From an optimization exercise on the open Yosys and OpenROAD flow, aimed at small area; shortcuts taken in it are not production practice.
Only simulation tests tie the RTL to the original design; equivalence was not proved.
Power figures rest on the tool's default switching activity, not on a simulated workload.

==> flow/design.v, too long to show whole: its modules and the start of the top module <==
// module mult_add: 619 lines
// module rmux: 3 lines
// module bpp: 3 lines
// module fa: 4 lines
// module fa1: 4 lines
// module or2: 3 lines
// module ha: 4 lines
// module xn: 3 lines
// module MAC: 41 lines
module MAC(
input clk,
input rst,
input [16 - 1 : 0] mac_en, 
input [16 * 16 - 1 : 0] img,
input [16 / 8 * 16 - 1 : 0] ker,
input [16 * 28 - 1 : 0] partial_output, 
output [16 * 33 - 1 : 0] result, 
output reg result_vld,
output partial_output_prepare
    );
  // ...
==> flow/flow/run.sh <==
#!/bin/bash
# The standard layout (the standard.sh: standard synthesis, floorplan,
# placement, CTS, routing), with the ports buffered by the smallest buffer
# instead of the one buffer_ports picks on its own.
set -euo pipefail
export BUFFER_PORTS_ARGS="-buffer_cell sky130_fd_sc_hd__buf_1"
bash standard.sh synth > synth.log 2>&1
bash standard.sh finish > finish.log 2>&1
==> flow/standard.sh <==
#!/bin/bash
# synth_recipe.tcl (not shown) runs the flow's synth.tcl, then flattens the netlist and writes it again
# the make line also repeats each setting of config.mk as NAME=value (left out here)
make -C /OpenROAD-flow-scripts/flow DESIGN_CONFIG=/design/flow/config.mk WORK_HOME=/design/flow/orfs CLKGATE_MAP_FILE= SYNTH_SCRIPT=/design/flow/synth_recipe.tcl "${@:-finish}"
==> flow/config.mk <==
export PLATFORM = sky130hd
export DESIGN_NAME = MAC
export DESIGN_NICKNAME = MAC
export VERILOG_FILES = /design/flow/design.v
export SDC_FILE = /design/flow/constraint.sdc
export NUM_CORES = 4
export LEC_CHECK = 0
export ABC_CLOCK_PERIOD_IN_PS = 8500
export CAP_MARGIN = 20
export CORE_MARGIN = 2
export CORE_UTILIZATION = 55
export CTS_CLUSTER_DIAMETER = 100
export CTS_CLUSTER_SIZE = 30
export PLACE_DENSITY = 0.7
export SLEW_MARGIN = 20
export SYNTH_HIERARCHICAL = 1
export SYNTH_MINIMUM_KEEP_SIZE = 0
==> flow/constraint.sdc <==
create_clock -name core_clock -period 8.5 [get_ports {clk}]
set_input_delay 1.7000 -clock core_clock [delete_from_list [all_inputs] [get_ports {clk}]]
set_output_delay 1.7000 -clock core_clock [all_outputs]
set_load 0.01 [all_outputs]
==> results.ini, run 1 <==
[finish]
largestRegisters=mult_add.u_mult_add.P: 528 flops, mult_add.u_mult_add.a_r: 256 flops, mult_add.u_mult_add.b_r: 256 flops
multi_input_gates=9456
multi_input_area_share=0.7282
dominant_cells=multi-input gates
final_cell_count_no_fill=15939
seq_share=0.1544

[floorplanning]
io_pins=1284
die_x_microns=479.5
design.core.area_sq_um=224700

[worst_hold_path]
min_to=result_vld
hold_path.startpoint=mac_en_d[0][1]

[drt]
drt_iter0_drc=9533
vias_per_cell=6.482
met1Wirelength_mm=174.2
route.met2.wl_mm=199.2
drc=0
wl_mm=451.1

[synth]
synth_top_family_by_area=adder cells
yosys.area.top_type=fa_1
synth-edff-count=0
synth_cell_type_count=36
synth_compound_area_frac=0.2169
synth_top_area_frac=0.3400
synth-main-ff-cell=dfxtp_1
synth_seq_cells=1073

[power_and_ir_drop]
p_leak_nw=52.19
pg_clk_mw=4.36

[outcome]
outcome=complete, no violations

[sta]
timing.fmax_ghz=0.1273
whs_ns=0.3737
setup_violations=0
grt_setup_unrepaired=no
setup_tns_ns=0

[critical_path]
regToRegStartpoint=mult_add[9].u_mult_add.b_r[1]
start_kind=register
cp_num_cells=21

[grt]
antenna_found_initial=140

[clock_tree]
cts_sinks=1073
clk_pin_slew_worst_paths_ns=0.11

[place]
hpwlAfterDp_mm=368.1

==> run 2: changes to the inputs <==
--- a/flow/design.v
+++ b/flow/design.v
@@ -454,62 +454,41 @@
 wire s265, c266; fa u_s265 (.a(C[26]), .b(pp5_16), .ci(pp6_14), .s(s265), .co(c266));
 wire s267, c268; fa u_s267 (.a(pp7_12), .b(c258), .ci(s265), .s(s267), .co(c268));
 wire s269, c270; fa u_s269 (.a(c260), .b(s267), .ci(c262), .s(s269), .co(c270));
 wire s271, c272; fa u_s271 (.a(c27n), .b(pp6_15), .ci(pp7_13), .s(s271), .co(c272));
 wire s273, c274; fa u_s273 (.a(c266), .b(s271), .ci(c268), .s(s273), .co(c274));
 wire s275, c276; fa u_s275 (.a(pp6_16), .b(pp7_14), .ci(c272), .s(s275), .co(c276));
 wire s277 = ~pp7_15;
 wire c278 = pp7_15;
-wire g10 = s71 & c60;
-wire p10 = s71 ^ c60;
-wire g11 = s81 & s83;
-wire p11 = s81 ^ s83;
-wire g12 = c84 & s97;
-wire p12 = c84 ^ s97;
-wire g13 = c98 & s111;
-wire p13 = c98 ^ s111;
-wire g14 = c112 & s127;
-wire p14 = c112 ^ s127;
-wire g15 = c128 & s143;
-wire p15 = c128 ^ s143;
-wire g16 = c144 & s159;
-wire p16 = c144 ^ s159;
-wire g17 = s175 & c160;
-wire p17 = s175 ^ c160;
-wire g18 = c176 & s189;
-wire p18 = c176 ^ s189;
-wire g19 = s203 & c190;
-wire p19 = s203 ^ c190;
-wire g20 = c204 & s215;
-wire p20 = c204 ^ s215;
-wire g21 = s227 & c216;
-wire p21 = s227 ^ c216;
-wire g22 = c228 & s237;
-wire p22 = c228 ^ s237;
-wire g23 = s247 & c238;
-wire p23 = s247 ^ c238;
-wire g24 = c248 & s255;
-wire p24 = c248 ^ s255;
-wire g25 = s263 & c256;
-wire p25 = s263 ^ c256;
-wire g26 = c264 & s269;
-wire p26 = c264 ^ s269;
-wire g27 = s273 & c270;
-wire p27 = s273 ^ c270;
-wire g28 = s275 & c274;
-wire p28 = s275 ^ c274;
-wire g29 = s277 & c276;
-wire p29 = s277 ^ c276;
-wire g30 = c278 & pp7_16;
-wire p30 = c278 ^ pp7_16;
-wire g31 = 1'b0 & 1'b1;
-wire p31 = 1'b0 ^ 1'b1;
-wire g32 = 1'b0 & 1'b1;
-wire p32 = 1'b0 ^ 1'b1;
+wire g10, p10; ha u_gp10 (.a(s71), .b(c60), .s(p10), .co(g10));
+wire g11, p11; ha u_gp11 (.a(s81), .b(s83), .s(p11), .co(g11));
+wire g12, p12; ha u_gp12 (.a(c84), .b(s97), .s(p12), .co(g12));
+wire g13, p13; ha u_gp13 (.a(c98), .b(s111), .s(p13), .co(g13));
+wire g14, p14; ha u_gp14 (.a(c112), .b(s127), .s(p14), .co(g14));
+wire g15, p15; ha u_gp15 (.a(c128), .b(s143), .s(p15), .co(g15));
+wire g16, p16; ha u_gp16 (.a(c144), .b(s159), .s(p16), .co(g16));
+wire g17, p17; ha u_gp17 (.a(s175), .b(c160), .s(p17), .co(g17));
+wire g18, p18; ha u_gp18 (.a(c176), .b(s189), .s(p18), .co(g18));
+wire g19, p19; ha u_gp19 (.a(s203), .b(c190), .s(p19), .co(g19));
+wire g20, p20; ha u_gp20 (.a(c204), .b(s215), .s(p20), .co(g20));
+wire g21, p21; ha u_gp21 (.a(s227), .b(c216), .s(p21), .co(g21));
+wire g22, p22; ha u_gp22 (.a(c228), .b(s237), .s(p22), .co(g22));
+wire g23, p23; ha u_gp23 (.a(s247), .b(c238), .s(p23), .co(g23));
+wire g24, p24; ha u_gp24 (.a(c248), .b(s255), .s(p24), .co(g24));
+wire g25, p25; ha u_gp25 (.a(s263), .b(c256), .s(p25), .co(g25));
+wire g26, p26; ha u_gp26 (.a(c264), .b(s269), .s(p26), .co(g26));
+wire g27, p27; ha u_gp27 (.a(s273), .b(c270), .s(p27), .co(g27));
+wire g28, p28; ha u_gp28 (.a(s275), .b(c274), .s(p28), .co(g28));
+wire g29, p29; ha u_gp29 (.a(s277), .b(c276), .s(p29), .co(g29));
+wire g30, p30; ha u_gp30 (.a(c278), .b(pp7_16), .s(p30), .co(g30));
+wire g31 = 1'b0;
+wire p31 = 1'b1;
+wire g32 = 1'b0;
+wire p32 = 1'b1;
 wire G279 = g11 | (p11 & g10);
 wire P280 = p11 & p10;
 wire G281 = g13 | (p13 & g12);
 wire P282 = p13 & p12;
 wire G283 = g15 | (p15 & g14);
 wire P284 = p15 & p14;
 wire G285 = g17 | (p17 & g16);
 wire P286 = p17 & p16;
@@ -574,36 +553,36 @@
 wire G345 = g26 | (p26 & G315);
 wire P346 = p26 & P316;
 wire G347 = g28 | (p28 & G327);
 wire P348 = p28 & P328;
 wire G349 = g30 | (p30 & G319);
 wire P350 = p30 & P320;
 wire G351 = g32 | (p32 & G329);
 wire P352 = p32 & P330;
-wire o353 = p11 ^ g10;
-wire o354 = p12 ^ G279;
-wire o355 = p13 ^ G331;
-wire o356 = p14 ^ G301;
-wire o357 = p15 ^ G333;
-wire o358 = p16 ^ G321;
-wire o359 = p17 ^ G335;
-wire o360 = p18 ^ G311;
-wire o361 = p19 ^ G337;
-wire o362 = p20 ^ G323;
-wire o363 = p21 ^ G339;
-wire o364 = p22 ^ G317;
-wire o365 = p23 ^ G341;
-wire o366 = p24 ^ G325;
-wire o367 = p25 ^ G343;
-wire o368 = p26 ^ G315;
-wire o369 = p27 ^ G345;
-wire o370 = p28 ^ G327;
-wire o371 = p29 ^ G347;
-wire o372 = p30 ^ G319;
+wire o353; xo u_o353 (.a(p11), .b(g10), .y(o353));
+wire o354; xo u_o354 (.a(p12), .b(G279), .y(o354));
+wire o355; xo u_o355 (.a(p13), .b(G331), .y(o355));
+wire o356; xo u_o356 (.a(p14), .b(G301), .y(o356));
+wire o357; xo u_o357 (.a(p15), .b(G333), .y(o357));
+wire o358; xo u_o358 (.a(p16), .b(G321), .y(o358));
+wire o359; xo u_o359 (.a(p17), .b(G335), .y(o359));
+wire o360; xo u_o360 (.a(p18), .b(G311), .y(o360));
+wire o361; xo u_o361 (.a(p19), .b(G337), .y(o361));
+wire o362; xo u_o362 (.a(p20), .b(G323), .y(o362));
+wire o363; xo u_o363 (.a(p21), .b(G339), .y(o363));
+wire o364; xo u_o364 (.a(p22), .b(G317), .y(o364));
+wire o365; xo u_o365 (.a(p23), .b(G341), .y(o365));
+wire o366; xo u_o366 (.a(p24), .b(G325), .y(o366));
+wire o367; xo u_o367 (.a(p25), .b(G343), .y(o367));
+wire o368; xo u_o368 (.a(p26), .b(G315), .y(o368));
+wire o369; xo u_o369 (.a(p27), .b(G345), .y(o369));
+wire o370; xo u_o370 (.a(p28), .b(G327), .y(o370));
+wire o371; xo u_o371 (.a(p29), .b(G347), .y(o371));
+wire o372; xo u_o372 (.a(p30), .b(G319), .y(o372));
 wire o373 = p31 ^ G349;
 wire o374 = p32 ^ G329;
 wire [32:0] sum = {o374, o373, o372, o371, o370, o369, o368, o367, o366, o365, o364, o363, o362, o361, o360, o359, o358, o357, o356, o355, o354, o353, p10, s59, s49, s39, s31, s23, s17, s11, s7, s3, s1};
 genvar i;
 generate for (i = 0; i < 16; i = i + 1) begin : ab_in
     rmux u_a (.e1(e1), .d(A[i]), .e0(e0), .q(a_r[i]), .y(a_d[i]));
     rmux u_b (.e1(e1), .d(B[i]), .e0(e0), .q(b_r[i]), .y(b_d[i]));
 end
@@ -634,16 +613,19 @@
 endmodule
 module or2(input a, input b, output y);
 assign y = a | b;
 endmodule
 module ha(input a, input b, output s, output co);
 assign s = a ^ b;
 assign co = a & b;
 endmodule
+module xo(input a, input b, output y);
+assign y = a ^ b;
+endmodule
 module xn(input a, input b, output y);
 assign y = ~(a ^ b);
 endmodule
 `timescale 1ns / 1ps
 module MAC(
 input clk,
 input rst,
 input [16 - 1 : 0] mac_en, 
==> flow/flow/run.sh (replaced) <==
#!/bin/bash
set -euo pipefail
export BUFFER_PORTS_ARGS="-buffer_cell sky130_fd_sc_hd__buf_1"
export RECOVER_POWER=100
bash standard.sh synth > synth.log 2>&1
bash standard.sh finish > finish.log 2>&1
==> results.ini, run 2 <==
[outcome]
outcome=complete, but fails checks
failed_checks=max-capacitance violations, max-slew violations

[worst_hold_path]
min_to=mac_en_d[1][1]
min_delay_path_depth=1
holdCritPathClass=reg -> reg
hold_path.startpoint=mac_en_d[1][0]

[finish]
area_delta_synth_final_pct=11.19
fin_nets=16111
layout_common_cells=xnor2_1 (2,144), fa_1 (1,936), o22ai_1 (1,920)
multi_input_area_sq_um=101200
fin_util=0.6162
fillerInstances=18846
register_area_sq_um=21480
registers.top_by_ff_count=mult_add.u_mult_add.P
drive_above_1_share=0.04795
largest_reg_flops=528
largestRegisters=mult_add.u_mult_add.P: 528 flops, mult_add.u_mult_add.a_r: 256 flops, mult_add.u_mult_add.b_r: 256 flops
final_common_cell=xnor2_1

[synth]
yosysWarnings=9
seq_area_frac_synth=0.1740
synth_common_cells=xnor2_1 (2,144), fa_1 (1,936), o22ai_1 (1,920), dfxtp_1 (1,073), a22o_1 (1,040)
synth_cell_type_count=37  ; +2.8%
yosys.area.top_type=fa_1
synth_area_leaders=fa_1 (31%), dfxtp_1 (17%), xnor2_1 (15%), o22ai_1 (9.7%), a22o_1 (7.4%)
yosysMostFrequentCell=xnor2_1
synth-main-ff-cell=dfxtp_1
synthCells=11204
synth_area_sq_um=123400
synth_top_area_frac=0.3140  ; -0.02606
avgSynthCellArea_sq_um=11.02
synth-async-reset-ratio=0
synth_seq_cells=1073  ; unchanged
syn_nets=14518
synth-edff-count=0  ; unchanged

[sta]
drv_slew=564
setup_tns_ns=0  ; unchanged
period_minus_slack_ns=7.835
timing.fmax_ghz=0.1276  ; +0.29%
timing.final.hold_violations=0
grt_setup_unrepaired=no
slew_headroom=-1.550
whs_ns=0.4162  ; +0.04243 ns
tightest_slew_ns=3.825
finalClockSkew_ns=0.04731
period_share=0.9217
setup_violations=0  ; unchanged

[grt]
grt_pass1_wl_mm=683.9
antenna_found_initial=143  ; +2.1%
grt_pass1_vias=106204
grt_max_degree=66
gr-total-overflow=0
grt_use_total=0.3962

[drt]
vias=104726
drtAntennaViolNets=0
drc=0  ; unchanged
drtPass1Iterations=6
wl_per_cell_microns=28.99
wl_mm=461.1  ; +2.2%
drt_iter0_drc=10326  ; +8.3%
vias_per_cell=6.585  ; +1.6%

[clock_tree]
numCtsBuffers=69
post_cts_resized=0
cts_sinks=1073  ; unchanged
clock_latency_ns=0.79
clockBufferDepth=3
cts_setup_buffers=0
clk_pin_slew_worst_paths_ns=0.10  ; about the same
hold_buffers=0
cts_root_buf=clkbuf_16
cts_max_level=3
cts_tree=done

[place]
portBuffers=1283
gp_congestion=1.008
hpwlAfterDp_mm=373.6  ; +1.5%

[power_and_ir_drop]
powerDensity_nw_per_um2=321.5
peakVddDrop_uv=405.1
p_leak_nw=52.48  ; +0.54%

[critical_path]
cp_top_family=adder cells
endpoint_kind=register
worst-r2r-setup-slack_ns=0.67
cp_num_buf_inv=2
worstPathArrival_ns=8.48
start_kind=register
regToRegStartpoint=mult_add[1].u_mult_add.b_r[1]
worst_path_max_delay_cell=nor2_1
required_ns=9.14
cp_common_cell=fa_1
crit_path_cell_trace=buf_4 -> ha_1 -> nor2_1 -> fa_1 -> fa_1 -> fa_1 -> fa_1 -> fa_1 -> fa_1 -> fa_1 -> fa_1 -> fa_1 -> ha_1 -> a21o_1 -> a22oi_2 -> o21a_2 -> inv_1 -> a21o_1 -> a31o_1 -> xor2_1 -> a22o_1
reg2regPathDepth=21
crit_fanout=23
r2r-end=mult_add[1].u_mult_add.P[21]
crit_type=reg -> reg
critical_path.max_stage_delay_ns=1.30

[floorplanning]
start_util=0.5542
die_x_microns=477.8  ; -0.36%
design.core.area_sq_um=222700  ; -0.86%
die_y_microns=477.8
dieArea_sq_um=228200
placementRows=173
io_pins=1284  ; unchanged

[flow_run]
maxCapViolCount=11

[run 2: cell count changes in the layout (fill, tap and decap cells not counted), sizes merged, moves of 64 or more]
cell    delta
a21o      +96
buf      -169
inv      -248
fa       -176
clkbuf   +102
a21oi     +64
xnor2     -96
xor2     +272
[run 2: layout make-up]
type / count / area share
multi-input cells: 9760 / 0.7374
flip-flops and latches: 1073 / 0.1565
repair buffers: 1525 / 0.04822
well taps: 2975 / 0.02712
clock buffers: 74 / 0.01317
inverters: 368 / 0.01006
clock inverters: 47 / 0.005971
diodes: 82 / 0.001495
[run 2: worst reg2reg max path, cell delays in order, from the launching register on]
cell and delay [ns]:
dfxtp_1 0.31, buf_4 0.23, ha_1 0.24, nor2_1 1.30, fa_1 0.67, fa_1 0.42
fa_1 0.39, fa_1 0.40, fa_1 0.39, fa_1 0.40, fa_1 0.40, fa_1 0.39
fa_1 0.38, ha_1 0.22, a21o_1 0.22, a22oi_2 0.27, o21a_2 0.24, inv_1 0.08
a21o_1 0.21, a31o_1 0.23, xor2_1 0.15, a22o_1 0.21
[run 2: worst max path at each step]
stage	start	to	slack, ns	depth (start not counted)
floorplan	mult_add[0].u_mult_add.b_r[1]	mult_add[0].u_mult_add.P[21]	1.18	20
global placement	partial_output[56]	mult_add[2].u_mult_add.P[21]	0.60	20
detailed placement	partial_output[56]	mult_add[2].u_mult_add.P[21]	0.53	20
CTS	mult_add[2].u_mult_add.b_r[1]	mult_add[2].u_mult_add.P[21]	0.83	20
global route	mult_add[1].u_mult_add.b_r[1]	mult_add[1].u_mult_add.P[21]	0.38	22
finish	mult_add[1].u_mult_add.b_r[1]	mult_add[1].u_mult_add.P[21]	0.67	21
[run 2: kinds of logic after synthesis]
family | Yosys count | synth area share
AND/OR/NAND/NOR | 880 | 0.03681
XOR/XNOR | 2464 | 0.1748
flip-flops | 1073 | 0.1740
buffers and inverters | 371 | 0.01137
AO/OA/AOI/OAI | 3856 | 0.2257
adder cells (fa/ha/maj) | 2560 | 0.3772
[run 2: modules after synthesis, one instance, submodules excluded, excerpt]
module | cells | copies in the design | flip-flops and latches | cell area [sq um]
xo | 1 | 320 | 0 | 8.758
MAC | 84 | 1 | 33 | 983.4
ha | 1 | 512 | 0 | 12.51
bpp | 1 | 1920 | 0 | 6.256
mult_add | 197 | 16 | 65 | 2125
rmux | 1 | 1040 | 0 | 8.758
xn | 1 | 2144 | 0 | 8.758
or2 | 1 | 96 | 0 | 6.256
fa | 1 | 1936 | 0 | 20.02
[run 2: through the flow]
step	total power, mW	instance area, sq um	std cells	setup slack [ns]
after floorplan	30.94	123400	11204	1.178
after global placement	38.70	134300	15694	0.5950
after detailed placement	39.54	134300	15696	0.5273
after CTS	43.97	137000	15817	0.8291
after global routing	47.84	137200	15871	0.3753
final	44.13	137200	15904	0.6654
[run 2: routing by layer]
metal	vias to the layer above	GRT usage	routed length [microns]
met1	52983	0.4964	173900
met2	5313	0.6051	203200
met4	86	0.2475	35330
li1	45208	-	-
met5	-	0	534
met3	1136	0.1110	48140
[run 2: power by group]
group / internal (mW) / leakage (nW) / switching (mW)
combinational: 14.4 / 42.4 / 18.2
sequential: 6.09 / 8.87 / 1.22
clock: 1.83 / 1.25 / 2.31
==> run 3: changes to the inputs <==
==> flow/flow/run.sh (replaced) <==
#!/bin/bash
# The standard layout (the standard.sh: standard synthesis, floorplan,
# placement, CTS, routing), with the ports buffered by the smallest buffer
# instead of the one buffer_ports picks on its own.
set -euo pipefail
export BUFFER_PORTS_ARGS="-buffer_cell sky130_fd_sc_hd__buf_1"
bash standard.sh synth > synth.log 2>&1
bash standard.sh finish > finish.log 2>&1
--- a/flow/config.mk
+++ b/flow/config.mk
@@ -9,8 +9,8 @@
 export CAP_MARGIN = 20
 export CORE_MARGIN = 2
 export CORE_UTILIZATION = 55
-export CTS_CLUSTER_DIAMETER = 100
-export CTS_CLUSTER_SIZE = 30
+export CTS_CLUSTER_DIAMETER = 70
+export CTS_CLUSTER_SIZE = 25
 export PLACE_DENSITY = 0.7
 export SLEW_MARGIN = 20
 export SYNTH_HIERARCHICAL = 1
==> results.ini, run 3 <==
[synth]
yosysWarnings=9  ; unchanged
synth_area_leaders=fa_1 (31%), dfxtp_1 (17%), xnor2_1 (15%), o22ai_1 (9.7%), a22o_1 (7.4%)
synth_cell_type_count=37  ; unchanged
synth-main-ff-cell=dfxtp_1
synthCells=11204  ; unchanged
synth-edff-count=0  ; unchanged
avgSynthCellArea_sq_um=11.02  ; unchanged
synth_area_sq_um=123400  ; unchanged
syn_nets=14518  ; unchanged
synth_common_cells=xnor2_1 (2,144), fa_1 (1,936), o22ai_1 (1,920), dfxtp_1 (1,073), a22o_1 (1,040)
yosysMostFrequentCell=xnor2_1
yosys.area.top_type=fa_1
synth-async-reset-ratio=0  ; unchanged
synth_top_area_frac=0.3140  ; unchanged
seq_area_frac_synth=0.1740  ; unchanged
synth_seq_cells=1073  ; unchanged

[finish]
final_common_cell=xnor2_1
area_delta_synth_final_pct=12.24
drive_above_1_share=0.05462  ; +0.006673
largest_reg_flops=528  ; unchanged
fin_nets=16139  ; +0.17%
registers.top_by_ff_count=mult_add.u_mult_add.P
layout_common_cells=xnor2_1 (2,144), fa_1 (1,936), o22ai_1 (1,920)
largestRegisters=mult_add.u_mult_add.P: 528 flops, mult_add.u_mult_add.a_r: 256 flops, mult_add.u_mult_add.b_r: 256 flops

[clock_tree]
cts_root_buf=clkbuf_16
cts_max_level=3  ; unchanged
clock_latency_ns=0.80  ; about the same
clockBufferDepth=3  ; unchanged
cts_sinks=1073  ; unchanged
hold_buffers=0  ; unchanged
cts_tree=done
clk_pin_slew_worst_paths_ns=0.10  ; about the same
post_cts_resized=0  ; unchanged
cts_setup_buffers=0  ; unchanged
numCtsBuffers=96  ; +39%

[drt]
drtPass1Iterations=6  ; unchanged
drtAntennaViolNets=0  ; unchanged
drt_iter0_drc=10188  ; -1.3%
drc=0  ; unchanged
vias_per_cell=6.567  ; -0.27%
wl_mm=461.1  ; about the same
vias=104806  ; +0.076%
wl_per_cell_microns=28.89  ; -0.34%

[sta]
timing.final.hold_violations=0  ; unchanged
period_share=0.9088  ; -0.01287
drv_slew=0  ; -100%
setup_tns_ns=0  ; unchanged
slew_headroom=0.2391  ; +1.789
timing.fmax_ghz=0.1294  ; +1.4%
setup_violations=0  ; unchanged
grt_setup_unrepaired=no
tightest_slew_ns=1.140  ; -2.685 ns
finalClockSkew_ns=0.03715  ; -0.01016 ns
period_minus_slack_ns=7.725  ; -0.1094 ns

[critical_path]
worst-r2r-setup-slack_ns=0.77  ; +0.11 ns
cp-endpoint=mult_add[2].u_mult_add.P[21]
required_ns=9.19  ; +0.05 ns
cp_num_buf_inv=1  ; -1
regToRegStartpoint=mult_add[2].u_mult_add.b_r[1]
cp-startpoint=mult_add[2].u_mult_add.b_r[1]
crit_path_cell_trace=nand2_1 -> o22ai_1 -> fa_1 -> fa_1 -> fa_1 -> fa_1 -> fa_1 -> fa_1 -> fa_1 -> fa_1 -> fa_1 -> ha_1 -> a21o_1 -> a22oi_2 -> o21a_2 -> inv_2 -> a21o_1 -> a31o_1 -> xor2_1 -> a22o_1
cp_top_family=adder cells
worstPathArrival_ns=8.42  ; -0.06 ns
start_kind=register
crit_fanout=23  ; unchanged
reg2regPathDepth=20  ; -4.8%
cp_common_cell=fa_1
crit_type=reg -> reg
cp_num_cells=20  ; -4.8%
worst_path_max_delay_cell=dfxtp_1
critical_path.max_stage_delay_ns=1.05  ; -0.25 ns
r2r-end=mult_add[2].u_mult_add.P[21]
endpoint_kind=register

[place]
portBuffers=1283  ; unchanged
hpwlAfterDp_mm=373.6  ; unchanged
gp_congestion=1.008  ; unchanged

[power_and_ir_drop]
powerDensity_nw_per_um2=326.8  ; +1.6%
total_power_mw=45.28  ; +2.6%
p_leak_nw=53.07  ; +1.1%
peakVddDrop_uv=402.3  ; -0.70%

[grt]
grt_use_total=0.3962  ; about the same
gr-total-overflow=0  ; unchanged
grt_pass1_wl_mm=684.4  ; about the same
grt_max_degree=66  ; unchanged
grt_pass1_vias=106650  ; +0.42%
antenna_found_initial=142  ; -0.70%

[worst_hold_path]
holdCritPathClass=reg -> reg

[floorplanning]
design.core.area_sq_um=222700  ; unchanged
start_util=0.5542  ; unchanged
io_pins=1284  ; unchanged
die_y_microns=477.8  ; unchanged
dieArea_sq_um=228200  ; unchanged
die_x_microns=477.8  ; unchanged
placementRows=173  ; unchanged

[outcome]
outcome=complete, no violations

[flow_run]
maxCapViolCount=0  ; -11

## run 3: cell count changes in the layout (fill, tap and decap cells not counted), moves of 13 or more
cell,change
clkbuf_1,-92
buf_4,+19
buf_1,+84
clkbuf_16,+25
inv_8,+13
## run 3: how the worst min path moves through the flow
stage | start | endpoint | slack (ns) | cells past startpoint
detailed placement | mac_en_d[8][0] | mac_en_d[8][1] | 0.43 | 1
finish | mac_en_d[1][0] | mac_en_d[1][1] | 0.44 | 1
floorplan | mac_en_d[0][1] | result_vld | 0.39 | 0
global route | mac_en_d[14][0] | mac_en_d[14][1] | 0.44 | 1
global placement | mac_en_d[0][0] | mac_en_d[0][1] | 0.42 | 1
CTS | mac_en_d[8][0] | mac_en_d[8][1] | 0.45 | 1
## run 3: final cells by class
type / count / area, sq um
Antenna cell: 77 / 192.7
Sequential cell: 1073 / 21480
Clock inverter: 77 / 1310
Multi-Input combinational cell: 9760 / 101300
Inverter: 368 / 1381
Clock buffer: 103 / 2469
Tap cell: 2975 / 3722
Timing Repair Buffer: 1526 / 6695
Fill cell: 18684 / 84180
## run 3: report_power, final
group | leakage (nW) | internal (mW) | total [mW] | switching (mW)
clock | 1.80 | 2.49 | 5.18 | 2.69
combinational | 42.4 | 14.5 | 32.8 | 18.3
sequential | 8.87 | 6.10 | 7.33 | 1.23
total | 53.1 | 23.0 | 45.3 | 22.2
## run 3: cell families (layout without fill, tap and decap cells)
logic type      after synthesis  in the layout  share of synthesized area
compound gates             3856           3856                     0.2257
xor+xnor                   2464           2464                     0.1748
fa+ha+maj                  2560           2560                     0.3772
buf+inv                     371           2074                    0.01137
flops                      1073           1073                     0.1740
other cells                   0             77                          0
simple gates                880            880                    0.03681
## run 3: metrics by stage
stage / setup slack [ns] / utilization / hold slack, ns / instances / instance area [sq um]
6_report: 0.7748 / 0.6221 / 0.4396 / 15959 / 138600
5_1_grt: 0.4466 / 0.6217 / 0.4396 / 15929 / 138500
4_1_cts: 0.8570 / 0.6200 / 0.4457 / 15876 / 138100
3_5_place_dp: 0.5273 / 0.6031 / 0.4278 / 15696 / 134300
3_3_place_gp: 0.5950 / 0.6028 / 0.4181 / 15694 / 134300
2_1_floorplan: 1.178 / - / 0.3891 / 11204 / 123400
## run 3: worst register-to-register path, delay by kind of cell (launching register included)
family	cells	cell delay [ns]
buf+inv	1	0.05
xor+xnor	1	0.16
flops	1	1.05
fa+ha+maj	10	4.00
simple gates	1	0.54
compound gates	7	1.83
## run 3: per-layer routing
| metal | GRT usage | routed length, microns | part of all wire | up-vias |
|---|---|---|---|---|
| met5 | 0 | 505 | 0.0011 | - |
| met4 | 0.2563 | 35220 | 0.076 | 80 |
| met3 | 0.1128 | 48670 | 0.11 | 1177 |
| met2 | 0.6037 | 203300 | 0.44 | 5406 |
| met1 | 0.4928 | 173400 | 0.38 | 52845 |
| li1 | - | - | - | 45298 |
## run 3: per-module statistics from Yosys (local to each module, per instance), excerpt
module    flops+latches  cells inside
MAC                  33            84
fa                    0             1
rmux                  0             1
or2                   0             1
ha                    0             1
xn                    0             1
bpp                   0             1
mult_add             65           197
xo                    0             1
==> run 4: changes to the inputs <==
--- a/flow/config.mk
+++ b/flow/config.mk
@@ -8,10 +8,10 @@
 export ABC_CLOCK_PERIOD_IN_PS = 8500
 export CAP_MARGIN = 20
 export CORE_MARGIN = 2
-export CORE_UTILIZATION = 55
+export CORE_UTILIZATION = 65
 export CTS_CLUSTER_DIAMETER = 70
 export CTS_CLUSTER_SIZE = 25
-export PLACE_DENSITY = 0.7
+export PLACE_DENSITY = 0.8
 export SLEW_MARGIN = 20
 export SYNTH_HIERARCHICAL = 1
 export SYNTH_MINIMUM_KEEP_SIZE = 0
==> results.ini, run 4 <==
[outcome]
outcome=complete, no violations

[synth]
synth_seq_cells=1073  ; unchanged
synth_top_family_by_area=adder cells
synth_common_cells=xnor2_1 (2,144), fa_1 (1,936), o22ai_1 (1,920), dfxtp_1 (1,073), a22o_1 (1,040)
synth_xor_area_frac=0.1748  ; unchanged
synth_cell_type_count=37  ; unchanged
synth_area_leaders=fa_1 (31%), dfxtp_1 (17%), xnor2_1 (15%), o22ai_1 (9.7%), a22o_1 (7.4%)
synthCells=11204  ; unchanged
synth_compound_area_frac=0.2257  ; unchanged
yosys.area.top_type=fa_1
yosysMostFrequentCell=xnor2_1
synth-edff-count=0  ; unchanged
seq_area_frac_synth=0.1740  ; unchanged
synthMuxAreaShare=0  ; unchanged
yosysWarnings=9  ; unchanged
synth_top_area_frac=0.3140  ; unchanged
avgSynthCellArea_sq_um=11.02  ; unchanged
synth_adder_area_share=0.3772  ; unchanged
synth-async-reset-ratio=0  ; unchanged
synth-simple-area-share=0.03681  ; unchanged
syn_nets=14518  ; unchanged
synth_area_sq_um=123400  ; unchanged
synth-main-ff-cell=dfxtp_1

[clock_tree]
cts_sinks=1073  ; unchanged
post_cts_resized=0  ; unchanged
cts_tree=done
clockBufferDepth=3  ; unchanged
numCtsBuffers=93  ; -3.1%
cts_setup_buffers=0  ; unchanged
cts_max_level=3  ; unchanged
clk_pin_slew_worst_paths_ns=0.10  ; about the same
cts_root_buf=clkbuf_16
clock_latency_ns=0.81  ; about the same
hold_buffers=0  ; unchanged

[critical_path]
worstPathArrival_ns=8.34  ; -0.08 ns
crit_type=reg -> reg
endpoint_kind=register
cp-startpoint=mult_add[2].u_mult_add.b_r[1]
regToRegStartpoint=mult_add[2].u_mult_add.b_r[1]
start_kind=register
required_ns=9.20  ; about the same
crit_fanout=23  ; unchanged
worst-r2r-setup-slack_ns=0.86  ; +0.08 ns

[power_and_ir_drop]
powerDensity_nw_per_um2=329.1  ; +0.71%
peakVddDrop_uv=538.3  ; +34%
p_clk_frac=0.112  ; -0.003
power_frac_seq=0.160  ; -0.002
switchingPower_mw=22.40  ; +0.74%
comb_power_share=0.728  ; +0.004
sw_frac_of_total=0.4943  ; +0.003295
p_leak_nw=52.81  ; -0.50%
internal_power_mw=22.91  ; -0.58%

[finish]
final_common_cell=xnor2_1
drive_above_1_share=0.05061  ; -0.004011
layout_common_cells=xnor2_1 (2,144), fa_1 (1,936), o22ai_1 (1,920)
final_area_sq_um=137700  ; -0.64%
registers.top_by_ff_count=mult_add.u_mult_add.P
fin_nets=16098  ; -0.25%
fillerInstances=13734  ; -26%
area_delta_synth_final_pct=11.53
largest_reg_flops=528  ; unchanged
largestRegisters=mult_add.u_mult_add.P: 528 flops, mult_add.u_mult_add.a_r: 256 flops, mult_add.u_mult_add.b_r: 256 flops

[grt]
grt_use_total=0.4575  ; +0.06132
grt_pass1_wl_mm=671.7  ; -1.9%
grt_pass1_vias=108629  ; +1.9%
grt_max_degree=66  ; unchanged
gr-total-overflow=0  ; unchanged
antenna_found_initial=170  ; +20%

[floorplanning]
io_pins=1284  ; unchanged
die_y_microns=439.8  ; -7.9%
start_util=0.6559  ; +0.1017
die_x_microns=439.8  ; -7.9%
design.core.area_sq_um=188200  ; -16%
placementRows=159  ; -8.1%
dieArea_sq_um=193400  ; -15%

[sta]
whs_ns=0.4445  ; +0.004909 ns
timing.fmax_ghz=0.1309  ; +1.1%
period_share=0.8989  ; -0.009930
tightest_slew_ns=1.245  ; +0.1050 ns
drv_slew=0  ; unchanged
slew_headroom=0.1699  ; -0.06917
grt_setup_unrepaired=no
finalClockSkew_ns=0.04067  ; +0.003519 ns
setup_violations=0  ; unchanged
fin_ws_ns=0.8592  ; +0.08441 ns
timing.final.hold_violations=0  ; unchanged
period_minus_slack_ns=7.641  ; -0.08441 ns
setup_tns_ns=0  ; unchanged

[place]
pre_cts_ws_ns=0.5512  ; +0.02391 ns
dpl_cell_area_sq_um=133400  ; -0.69%
hpwlAfterDp_mm=358.6  ; -4.0%
gp_congestion=1.049  ; +4.1%
portBuffers=1283  ; unchanged

[drt]
vias=107548  ; +2.6%
drc=0  ; unchanged
drtAntennaViolNets=0  ; unchanged
drtPass1Iterations=8  ; +2
wl_per_cell_microns=28.98  ; +0.30%
wl_mm=449.4  ; -2.5%
vias_per_cell=6.935  ; +5.6%
drt_iter0_drc=11683  ; +15%

[flow_run]
maxCapViolCount=0  ; unchanged

[worst_hold_path]
hold_path.startpoint=mac_en_d[3][0]
holdCritPathClass=reg -> reg

[run 4: cell counts after synthesis]
No cell type changed its count.
[run 4: area by class of cell]
class / count / area (sq um) / area share
Antenna cell: 149 / 372.9 / 0.002708
Clock buffer: 98 / 2410 / 0.01750
Clock inverter: 76 / 1202 / 0.008734
Inverter: 368 / 1381 / 0.01003
Multi-Input combinational cell: 9760 / 101300 / 0.7358
Sequential cell: 1073 / 21480 / 0.1560
Tap cell: 2495 / 3122 / 0.02268
Timing Repair Buffer: 1488 / 6396 / 0.04646
[run 4: modules after synthesis, one instance, submodules excluded, a selection]
module,cells inside,times used,flops+latches
ha,1,512,0
MAC,84,1,33
mult_add,197,16,65
xo,1,320,0
xn,1,2144,0
rmux,1,1040,0
fa,1,1936,0
bpp,1,1920,0
or2,1,96,0
[run 4: kinds of logic (layout without fill, tap and decap cells)]
kind of cell,count (synthesis),count (layout)
flops,1073,1073
compound gates,3856,3856
buf+inv,371,2030
simple gates,880,880
xor+xnor,2464,2464
fa+ha+maj,2560,2560
other cells,0,149
[run 4: power by group through the flow]
| stage | combinational [mW] | sequential (mW) | clock [mW] |
|---|---|---|---|
| after global routing | 36.1 | 7.32 | 5.31 |
| after CTS | 32.3 | 7.19 | 5.13 |
| final | 33.0 | 7.25 | 5.10 |
| after detailed placement | 32.0 | 7.29 | 0 |
| after global placement | 30.6 | 7.26 | 0 |
| after floorplan | 23.7 | 7.28 | 0 |
[run 4: worst paths after layout]
path	end	cells past startpoint
setup / recovery	mult_add[2].u_mult_add.P[21]	20
hold reg to reg	mac_en_d[3][1]	1
setup reg to reg	mult_add[2].u_mult_add.P[21]	20
hold / removal	mac_en_d[3][1]	1
[run 4: layer usage]
layer | global-route usage | vias to the layer above | wire length [microns]
met1 | 0.5473 | 53592 | 156700
met3 | 0.1385 | 1800 | 50550
met4 | 0.3815 | 70 | 46720
met5 | 0.009181 | - | 694
met2 | 0.6783 | 6801 | 194700
li1 | - | 45285 | -
[run 4: metrics by stage]
stage	util	cells	power (mW)
2_1_floorplan	-	11204	30.94
3_3_place_gp	0.7086	15176	37.91
3_5_place_dp	0.7089	15179	39.29
4_1_cts	0.7281	15353	44.66
5_1_grt	0.7310	15469	48.73
6_report	0.7315	15507	45.31
[run 4: critical path, cell delays in order, from the launching register on]
cell     delay [ns]
dfxtp_1        0.67
ha_1           0.41
nor2_2         0.80
fa_1           0.59
fa_1           0.44
fa_1           0.40
fa_1           0.40
fa_1           0.40
fa_1           0.39
fa_1           0.39
fa_1           0.39
fa_1           0.38
ha_1           0.22
a21o_1         0.20
a22oi_2        0.31
o21a_2         0.24
inv_2          0.05
a21o_1         0.21
a31o_1         0.24
xor2_1         0.16
a22o_1         0.20

## what the ideal ports hide
The results above use ideal ports. As a check the final layouts listed here were re-extracted and re-timed, cells and wires unchanged. Step 1: set_driving_cell puts a clkbuf_16 on clk and a buf_2 on each other input, an assumption about the parent block. Step 2 adds t to the input delays and takes it off the output delays; t is the mean of the earliest and latest rising clock arrival at the registers after step 1. Input paths then give back, and output paths get back, about the clock's delay inside the block. Three values: no drivers, after step 1, after step 2; two values: the first two.
| run | t (ns) | slack for setup (ns) | worst setup path at the end |
|---|---|---|---|
| run 1 | 0.856 | 0.642 / 0.642 / -0.099 | input to register |
| run 2 | 0.856 | 0.665 / 0.665 / -0.095 | input to register |
| run 3 | 0.889 | 0.775 / 0.775 / 0.428 | input to register |
| run 4 | 0.891 | 0.859 / 0.859 / 0.427 | input to register |
The setup slack of run 2, which loses most, moves by 0.000 ns with the drivers and by -0.760 ns with both steps.
